This design comes from an exercise in tuning for small area and a short achievable clock period on the open sky130 flow, not from production work. Only simulation tests tie the RTL to the original design; equivalence was not proved. Power figures rest on the tool's default switching activity, not on a simulated workload.

==> design.v <==
module SatTruncFP
  #(
    parameter	NB_XI  	= 20,
    parameter	NBF_XI	= 12,
    parameter	NB_XO	= 8,
    parameter	NBF_XO	= 6
    )
   (
    input [(NB_XI)-1:0]  i_data,
    output [(NB_XO)-1:0] o_data
    );
   localparam	NBI_XI	=	NB_XI	-	NBF_XI;
   localparam	NBI_XO	=	NB_XO	-	NBF_XO;
   wire [NB_XO-1:0] 	 aux_Sat;
   wire [NBF_XO-1:0] 	 aux_trunc;
   wire 		 condicion;
   wire [NB_XO-1:0] 	 resultado1;
   wire [NB_XO-1:0] 	 resultado2;
	generate
	   if (NBF_XI >= NBF_XO)
	     begin
		assign	aux_trunc = i_data[(NBF_XI-1):(NBF_XI - NBF_XO)];
	     end
	   else
	     begin
		assign	aux_trunc = {i_data[NBF_XI-1:0],{(NBF_XO - NBF_XI){1'b0}}};
	     end
	   if (NBI_XI > NBI_XO)
	     begin
		assign	condicion		=	(i_data[(NB_XI-2)-:(NBI_XI-NBI_XO)] == {(NBI_XI-NBI_XO){i_data[NB_XI-1]}});
		assign	resultado1		=	{i_data[(NB_XI-1)],{(NB_XO-1){~i_data[(NB_XI-1)]}}};
		assign	resultado2		=	{i_data[(NB_XI-1)],i_data[NBF_XI +:NBI_XO-1],aux_trunc};
		assign	aux_Sat			=	condicion	?	resultado2	:	resultado1;
	     end
	   else
	     begin
		if (NBI_XO == NBI_XI)
                  assign  aux_Sat = {i_data[(NB_XI-1)-:NBI_XI],aux_trunc};
		else
		  assign  aux_Sat	= {{(NBI_XO - NBI_XI){i_data[NB_XI-1]}},i_data[(NB_XI-1)-:NBI_XI],aux_trunc};
	     end
	endgenerate
   assign	o_data=aux_Sat;
endmodule
module adder_mult(
        i_clock,
        i_reset,
        i_enable,
        i_data0,
        i_data1,
        o_data
    );
parameter NB_DATA0      = 8;     
parameter NBF_DATA0     = 6;     
parameter NB_DATA1      = 8;     
parameter NBF_DATA1     = 6;     
parameter NB_DATA_OUT   = 16;    
localparam NBI_DATA0    = NB_DATA0 - NBF_DATA0;  
localparam NBI_DATA1    = NB_DATA1 - NBF_DATA1;  
input                                   i_clock;     
input                                   i_reset;     
input                                   i_enable;    
input       signed  [NB_DATA0-1 : 0]    i_data0;     
input       signed  [NB_DATA1-1 : 0]    i_data1;     
output  reg signed  [NB_DATA_OUT-1 : 0] o_data;      
wire signed [(  (NBI_DATA1 <= NBI_DATA0 && NBF_DATA1 <= NBF_DATA0) ? NB_DATA0-1 :
                (NBI_DATA1 <= NBI_DATA0 && NBF_DATA0 <= NBF_DATA1) ? NBI_DATA0+NBF_DATA1-1 :
                (NBI_DATA0 <= NBI_DATA1 && NBF_DATA1 <= NBF_DATA0) ? NBI_DATA1+NBF_DATA0-1 :
                NB_DATA1-1 ) 
            : 0] w_data0;
wire signed [(  (NBI_DATA1 <= NBI_DATA0 && NBF_DATA1 <= NBF_DATA0) ? NB_DATA0-1 :
                (NBI_DATA1 <= NBI_DATA0 && NBF_DATA0 <= NBF_DATA1) ? NBI_DATA0+NBF_DATA1-1 :
                (NBI_DATA0 <= NBI_DATA1 && NBF_DATA1 <= NBF_DATA0) ? NBI_DATA1+NBF_DATA0-1 :
                NB_DATA1-1 ) : 0] w_data1;
assign w_data0 =    (NBI_DATA1 <= NBI_DATA0 && NBF_DATA1 <= NBF_DATA0) ? i_data0 :
                    (NBI_DATA1 <= NBI_DATA0 && NBF_DATA0 <= NBF_DATA1) ? {i_data0, {NBF_DATA1-NBF_DATA0{1'b0}}} :
                    (NBI_DATA0 <= NBI_DATA1 && NBF_DATA1 <= NBF_DATA0) ? {{NBI_DATA1-NBI_DATA0{i_data0[NB_DATA0-1]}}, i_data0} :
                    {{NBI_DATA1-NBI_DATA0{i_data0[NB_DATA0-1]}}, i_data0, {NBF_DATA1-NBF_DATA0{1'b0}}}; 
assign w_data1 =    (NBI_DATA1 <= NBI_DATA0 && NBF_DATA1 <= NBF_DATA0) ? {{NBI_DATA0-NBI_DATA1{i_data1[NB_DATA1-1]}},i_data1,{NBF_DATA0-NBF_DATA1{1'b0}}} :
                    (NBI_DATA1 <= NBI_DATA0 && NBF_DATA0 <= NBF_DATA1) ? {{NBI_DATA0-NBI_DATA1{i_data1[NB_DATA1-1]}}, i_data1} :
                    (NBI_DATA0 <= NBI_DATA1 && NBF_DATA1 <= NBF_DATA0) ? {i_data1, {NBF_DATA0-NBF_DATA1{1'b0}}} :
                    i_data1; 
always @(posedge i_clock or posedge i_reset) begin
    if (i_reset == 1'b1) begin
        o_data <= {NB_DATA_OUT{1'b0}};     
    end
    else begin
        if (i_enable == 1'b0) begin
            o_data <= w_data0 + w_data1;
        end
        else begin
            o_data <= i_data0 * i_data1;
        end
    end
end
endmodule
module fir_filter(
        i_clock,
        i_en,
        i_reset,
        i_signal,
        o_signal
    );
parameter WW_INPUT   = 8;
parameter WW_OUTPUT  = 8;
input                               i_clock;
input                               i_en;
input                               i_reset;
input   signed [WW_INPUT-1 : 0]     i_signal;
output  signed [WW_OUTPUT-1 : 0]    o_signal;
localparam WW_COEFF = 8;
integer i;       
genvar  igen;    
reg     signed [WW_INPUT-1 : 0]             register    [14:1];
wire    signed [WW_COEFF-1 : 0]             coeff       [14:0];
wire    signed [WW_INPUT+WW_COEFF-1 : 0]    prod        [14:0];
wire    signed [WW_INPUT+WW_COEFF+1-1 : 0]  sum         [8:1]; 
wire    signed [WW_INPUT+WW_COEFF+2-1 : 0]  sum1        [4:1]; 
wire    signed [WW_INPUT+WW_COEFF+3-1 : 0]  sum2        [2:1]; 
wire    signed [WW_INPUT+WW_COEFF+4-1 : 0]  sum3; 
reg     signed [WW_INPUT+WW_COEFF-1 : 0]    prod_d      [14:0];
reg     signed [WW_INPUT+WW_COEFF+4-1 : 0]  sum3_d;
reg     signed [WW_INPUT+WW_COEFF+1-1 : 0]  sum_d       [8:1];
assign coeff[ 0] = 8'hFF;
assign coeff[ 1] = 8'hFF;
assign coeff[ 2] = 8'hFF;
assign coeff[ 3] = 8'h00;
assign coeff[ 4] = 8'h03;
assign coeff[ 5] = 8'h08;
assign coeff[ 6] = 8'h0D;
assign coeff[ 7] = 8'h10;
assign coeff[ 8] = 8'h0D;
assign coeff[ 9] = 8'h08;
assign coeff[10] = 8'h03;
assign coeff[11] = 8'h00;
assign coeff[12] = 8'hFF;
assign coeff[13] = 8'hFF;
assign coeff[14] = 8'hFF;
always @(posedge i_clock) begin
    if (i_reset == 1'b1) begin
        for (i=1; i<=14; i=i+1) begin
            register[i] <= {WW_INPUT{1'b0}};  
        end
    end 
    else begin
        if (i_en == 1'b1) begin
            register[ 1] <= i_signal;
            for (i=2; i<=14; i=i+1) begin
                register[i] <= register[i-1];
            end
        end
    end
end
generate
    assign prod[ 0] = coeff[ 0] * i_signal;
    for (igen=1; igen<=14; igen=igen+1) begin
        assign prod[igen] = coeff[igen] * register[igen];
    end
endgenerate
always @(posedge i_clock) begin
    for (i=0; i<=14; i=i+1) begin
        prod_d[i] <= prod[i];
    end
end
assign sum[ 1] = prod_d[ 0] + prod_d[ 1];    
assign sum[ 2] = prod_d[ 2] + prod_d[ 3];
assign sum[ 3] = prod_d[ 4] + prod_d[ 5];
assign sum[ 4] = prod_d[ 6] + prod_d[ 7];
assign sum[ 5] = prod_d[08] + prod_d[ 9];
assign sum[ 6] = prod_d[10] + prod_d[11];
assign sum[ 7] = prod_d[12] + prod_d[13];
assign sum[ 8] = {prod_d[14][WW_INPUT+WW_COEFF-1],prod_d[14]};
always @(posedge i_clock) begin
    for (i=1; i<=8; i=i+1) begin
        sum_d[i] <= sum[i];
    end
end
assign sum1[ 1] = sum_d[ 1] + sum_d[ 2];     
assign sum1[ 2] = sum_d[ 3] + sum_d[ 4];
assign sum1[ 3] = sum_d[ 5] + sum_d[ 6];
assign sum1[ 4] = sum_d[ 7] + sum_d[ 8];
assign sum2[ 1] = sum1[ 1] + sum1[ 2];       
assign sum2[ 2] = sum1[ 3] + sum1[ 4];
assign sum3 = sum2[ 1] + sum2[ 2];           
always @(posedge i_clock)
    sum3_d <= sum3;
SatTruncFP #
    (
    .NB_XI(WW_INPUT+WW_COEFF+4),
    .NBF_XI((WW_INPUT-2)*2),
    .NB_XO(WW_OUTPUT),
    .NBF_XO(WW_OUTPUT-2)
    )
inst_SatTruncFP_dataB
    (
    .i_data(sum3_d),
    .o_data(o_signal)
    );
endmodule
module fir_dual_arith(
    i_clock,
    i_reset,
    i_enable,
    i_op,
    i_sample0,
    i_sample1,
    o_data0,
    o_data1
    );
parameter   NB_DATA     = 8;
parameter   NBF_DATA    = 6;
parameter   NB_LOG_DATA = 16;
input                       i_clock;     
input                       i_reset;     
input                       i_enable;    
input                       i_op;        
input   [NB_DATA-1 : 0]     i_sample0;   
input   [NB_DATA-1 : 0]     i_sample1;   
output  [NB_LOG_DATA-1 : 0] o_data0;     
output  [NB_LOG_DATA-1 : 0] o_data1;     
wire    [NB_DATA-1 : 0]     w_filtered_signal0;
wire    [NB_DATA-1 : 0]     w_filtered_signal1;
fir_filter #
    (
    .WW_INPUT(NB_DATA),
    .WW_OUTPUT(NB_DATA)
    )
u_fir_filter0
    (
    .i_clock(i_clock),
    .i_en(i_enable),
    .i_reset(~i_reset),
    .i_signal(i_sample0),
    .o_signal(w_filtered_signal0)
    );
fir_filter #
    (
    .WW_INPUT(NB_DATA),
    .WW_OUTPUT(NB_DATA)
    )
u_fir_filter1
    (
    .i_clock(i_clock),
    .i_en(i_enable),
    .i_reset(~i_reset),
    .i_signal(i_sample1),
    .o_signal(w_filtered_signal1)
    );
adder_mult #
    (
    .NB_DATA0(NB_DATA),
    .NBF_DATA0(NBF_DATA),
    .NB_DATA1(NB_DATA),
    .NBF_DATA1(NBF_DATA),
    .NB_DATA_OUT(NB_LOG_DATA)
    )
u_adder_mult
    (
    .i_clock(i_clock),
    .i_reset(~i_reset),
    .i_enable(i_op),
    .i_data0(w_filtered_signal0),
    .i_data1(w_filtered_signal1),
    .o_data(o_data1)
    );
assign o_data0[NB_LOG_DATA/2-1:0]           = w_filtered_signal0;
assign o_data0[NB_LOG_DATA-1:NB_LOG_DATA/2] = w_filtered_signal1;
endmodule
==> constraint.sdc <==
create_clock -name core_clock -period 6.5 [get_ports {i_clock}]
set_input_delay 1.3000 -clock core_clock [delete_from_list [all_inputs] [get_ports {i_clock}]]
set_output_delay 1.3000 -clock core_clock [all_outputs]
set_load 0.01 [all_outputs]
==> run.sh <==
#!/bin/bash
# synth_recipe.tcl (not shown) runs the flow's synth.tcl, then flattens the netlist and writes it again
# the make line also repeats each setting of config.mk as NAME=value (left out here)
make -C /OpenROAD-flow-scripts/flow DESIGN_CONFIG=/design/flow/config.mk WORK_HOME=/design/flow/orfs CLKGATE_MAP_FILE= SYNTH_SCRIPT=/design/flow/synth_recipe.tcl finish
==> config.mk <==
export PLATFORM = sky130hd
export DESIGN_NAME = fir_dual_arith
export DESIGN_NICKNAME = fir_dual_arith
export VERILOG_FILES = /design/flow/design.v
export SDC_FILE = /design/flow/constraint.sdc
export NUM_CORES = 4
export LEC_CHECK = 0
export CAP_MARGIN = 20
export CORE_MARGIN = 2
export CORE_UTILIZATION = 40
export SLEW_MARGIN = 20
==> results.rst <==
.. list-table::
   :header-rows: 1

   * - Metric
     - Value
   * - Result of the run
     - timing/DRC/antenna clean
   * - Die area
     - 0.1057 mm²
   * - Number of top-level design ports
     - 52
   * - Routed WL
     - 81,380 µm
   * - Relative slew slack
     - 34.20%
   * - Initial drt markers
     - 968
   * - Arrival time worst endpoint
     - 6510 ps
   * - Unique cell type count in the Yosys netlist
     - 64
   * - Cells after synthesis
     - 3,797
   * - Nets@finish
     - 4,565
   * - Final-report hold violation count
     - 0
   * - Largest net degree at the start of global routing
     - 102
   * - Pins over their slew limit
     - 0
   * - Final setup violation count
     - 0
   * - Max Fclk
     - 0.1677 GHz
   * - Transition time at the pin with the least slew margin
     - 987.0 ps
   * - Hold-fix buffers, CTS
     - 0
   * - Clk pwr share
     - 22.9%
   * - Critical-path cell with the highest stage delay
     - fa_1
   * - CTS H-tree lvls
     - 3
   * - Width of the chip
     - 325.1 µm
   * - Detailed-route DRC error count
     - 0
   * - Drt first pass iters
     - 5
   * - Worst-skew pair later-pin latency
     - 670 ps
   * - Setup TNS
     - 0 ps
   * - Met3 track demand over resource
     - 2.604%
   * - Part of the Yosys area used for sequential elements
     - 41.95%
   * - TritonCTS Buffers
     - 93
   * - Global routing's busiest layer
     - met2
   * - Worst min path class
     - reg -> reg
   * - Power per standard cell area
     - 511.4 mW/mm²
   * - Wire length of the first global-routing pass
     - 133,600 µm
   * - Final routed wire length divided by cell count
     - 15.28 µm
   * - Resized cells post-CTS
     - 0
   * - DPL Wire Length
     - 62,610 µm
   * - Placed instance count
     - 5,152
   * - Core Region
     - 0.1020 mm²
   * - Post-synth top flop
     - dfxtp_1
   * - Commonest non-fill, non-tap cells in the layout
     - dfxtp_1 (844), inv_1 (564), ha_1 (362)
   * - Switching share of total power
     - 37.84%
   * - GRT Overall Usage
     - 15.75%
   * - Max-capacitance violation count
     - 0
   * - Global route overflow
     - 0
   * - Clock tree sinks
     - 860
   * - Initial antenna violation count
     - 2
   * - Min Tclk post-route
     - 5964 ps
   * - Number of enable-type register cells in the synthesized netlist
     - 0
   * - Max Fanout on Critical Path
     - 14
   * - Met2 usage
     - 25.22%
   * - Worst vdd ir
     - 1508 µV
   * - Final worst-path cycle share
     - 91.75%
   * - Switching power
     - 9.012 mW
   * - Worst stage delay on the critical path
     - 540 ps
   * - Final RePlAce weighted congestion
     - 0.8330
   * - Total of flip-flops plus latches after synthesis
     - 860
   * - Die Span Y
     - 325.1 µm
   * - Area of the mapped netlist
     - 0.04123 mm²
   * - Kind of capture point of the worst setup path
     - flip-flop
   * - Async set-reset flop share out of synthesis
     - 1.860%
   * - Startpoint type of the worst setup path
     - flip-flop
   * - IO Port Bufs
     - 51
   * - Largest buffer count on any clock path
     - 3
   * - Setup repair after global routing missed its margin
     - no
   * - Per-cell via count in the routed design
     - 4.561
   * - Clock transition time at the flip-flop clock pins of the worst setup and hold paths
     - 60 ps
   * - Met1 routing resource usage after global routing
     - 22.22%
   * - Via count of the first global-routing pass
     - 25,010
   * - Synth-to-Final Area Change
     - 12.94%
   * - Share of post-route cells with drive strength above 1
     - 5.081%
   * - Detail Route Antenna Nets
     - 0
   * - Most common cell after layout, fill and taps aside
     - dfxtp_1
   * - Lkg Pwr
     - 22.19 nW
   * - Postcts setup bufs
     - 0
   * - Via count
     - 24,290
   * - Syn nets
     - 4,483
   * - Start-to-end type of the worst setup path
     - reg -> reg
   * - Clock tree from TritonCTS
     - done
   * - Comb pwr share
     - 52.4%
   * - Data required time of the worst path
     - 7050 ps
   * - Standard-cell row count
     - 117
   * - Fraction of power consumed by sequential logic
     - 24.7%
   * - Total number of yosys warnings
     - 5
   * - Most used cell, CP
     - inv_1
   * - Internal Dissipation
     - 14.80 mW
   * - Clock skew
     - 31.01 ps
   * - Clock root buffer master
     - clkbuf_16
   * - Starting Density
     - 40.41%
   * - Non-filler instance count after layout
     - 5,325
   * - Mean instance size in the synthesized netlist
     - 10.86 µm²
-- metrics by stage --
stage	setup slack (ps)	util [%]	total power [mW]	hold slack [ps]	cell area (µm²)
after global placement	450.6	42.44	18.42	310.4	43300
after detailed placement	432.2	42.44	18.59	312.1	43300
after CTS	389.2	45.64	24.24	308.2	46560
after global routing	87.92	45.64	26.27	312.7	46570
final	536.4	45.64	23.82	307.5	46570
after floorplan	886.2	-	15.94	309.6	41230
-- sequential cells by signal, summed over array words and instances (netlist names) --
signal / cells
u_fir_filter0.prod_d: 168
u_fir_filter0.sum_d: 128
u_fir_filter1.sum3_d: 14
u_adder_mult.o_data: 16
u_fir_filter1.register: 112
u_fir_filter1.sum_d: 128
u_fir_filter1.prod_d: 168
u_fir_filter0.sum3_d: 14
u_fir_filter0.register: 112
-- routing by layer --
metal | part of all wire (%) | vias to the layer above
met2 | 45 | 255
met5 | 0.025 | -
met4 | 1.5 | 2
met1 | 50 | 11560
li1 | - | 12390
met3 | 3.4 | 86
-- synth_stat cells (16+ instances only) --
library cell / count / area (µm²)
inv_1: 564 / 2117
dfxtp_1: 844 / 16900
nand2_1: 95 / 356.6
nor3_1: 44 / 220.2
xnor2_1: 191 / 1673
dfrtp_1: 16 / 400.4
buf_1: 24 / 90.09
mux2i_1: 224 / 2242
nand2b_1: 31 / 193.9
a21oi_1: 211 / 1056
fa_1: 304 / 6086
nor2b_1: 255 / 1595
a21o_1: 40 / 300.3
nand3_1: 25 / 125.1
o21ai_0: 67 / 335.3
o21bai_1: 35 / 262.8
xor2_1: 63 / 551.8
nor2_1: 175 / 656.9
clkbuf_1: 55 / 206.5
ha_1: 362 / 4529
-- layout make-up --
| class | count | area [µm²] |
|---|---|---|
| diodes | 1 | 2.502 |
| clock buffers | 133 | 2790 |
| clock inverters | 39 | 469.2 |
| fillers | 9505 | 55460 |
| inverters | 566 | 2125 |
| multi-input cells | 2290 | 21510 |
| flip-flops and latches | 860 | 17300 |
| well taps | 1368 | 1712 |
| repair buffers | 68 | 669.4 |
-- critical path, delay by kind of cell (launching register included) --
| family | cells | cell delay (ps) |
|---|---|---|
| adders and majority gates | 6 | 2620 |
| AOI/OAI and AO/OA | 8 | 1310 |
| and+or+nand+nor | 4 | 830 |
| DFF | 1 | 320 |
| buffers and inverters | 7 | 780 |
-- final timing paths --
kind | cells after the start | end | from | slack (ps)
max reg2reg | 25 | u_adder_mult.o_data[14] | u_fir_filter1.sum3_d[19] | 540
max | 25 | u_adder_mult.o_data[14] | u_fir_filter1.sum3_d[19] | 540
min | 0 | u_fir_filter1.sum_d[6][10] | u_fir_filter1.prod_d[10][10] | 310
max in group asynchronous | 1 | u_adder_mult.o_data[0] | i_reset | 5610
min reg2reg | 0 | u_fir_filter1.sum_d[6][10] | u_fir_filter1.prod_d[10][10] | 310
min in group asynchronous | 1 | u_adder_mult.o_data[4] | i_reset | 530
-- logic make-up (layout without fill, tap and decap cells) --
logic type / count (synthesis) / count (layout) / share of synthesized area [%]
flip-flops: 860 / 860 / 41.95
AND/OR/NAND/NOR: 695 / 695 / 8.788
adder cells (fa/ha/maj): 666 / 666 / 25.74
buffers and inverters: 647 / 806 / 5.908
AO/OA/AOI/OAI: 450 / 450 / 6.754
XOR/XNOR: 254 / 254 / 5.395
multiplexers: 225 / 225 / 5.465
other: 0 / 1 / 0
-- power by group through the flow --
stage / logic, mW / registers (mW) / clock network [mW]
6_report: 12.5 / 5.88 / 5.46
3_5_place_dp: 12.6 / 6.00 / 0
2_1_floorplan: 9.96 / 5.98 / 0
5_1_grt: 14.5 / 5.92 / 5.83
3_3_place_gp: 12.4 / 5.99 / 0
4_1_cts: 12.7 / 5.89 / 5.61

-- port drivers added, routing unchanged --
How much do the figures lean on ideal ports? The routed layout below was timed once more, with nothing changed but the port constraints. Step 1 assumes that a clkbuf_16 drives the clock port and a buf_2 every other input. Step 2, shift: input delay + t, output delay - t, t = (earliest + latest rising clock arrival at the registers) / 2. This alone moves slack from input paths to output paths. a / b / c = ideal / step 1 / step 2; a / b = the first two.
t (ns): 0.716
setup WS [ns]: 0.536 / 0.536 / 0.536
hold slack, ns: 0.307 / 0.307 / 0.307
worst slew at a driven data input, ns: 0.06
After both steps this run still meets setup and hold. The setup slack of this run moves by 0.000 ns with the drivers and by 0.000 ns with both steps.
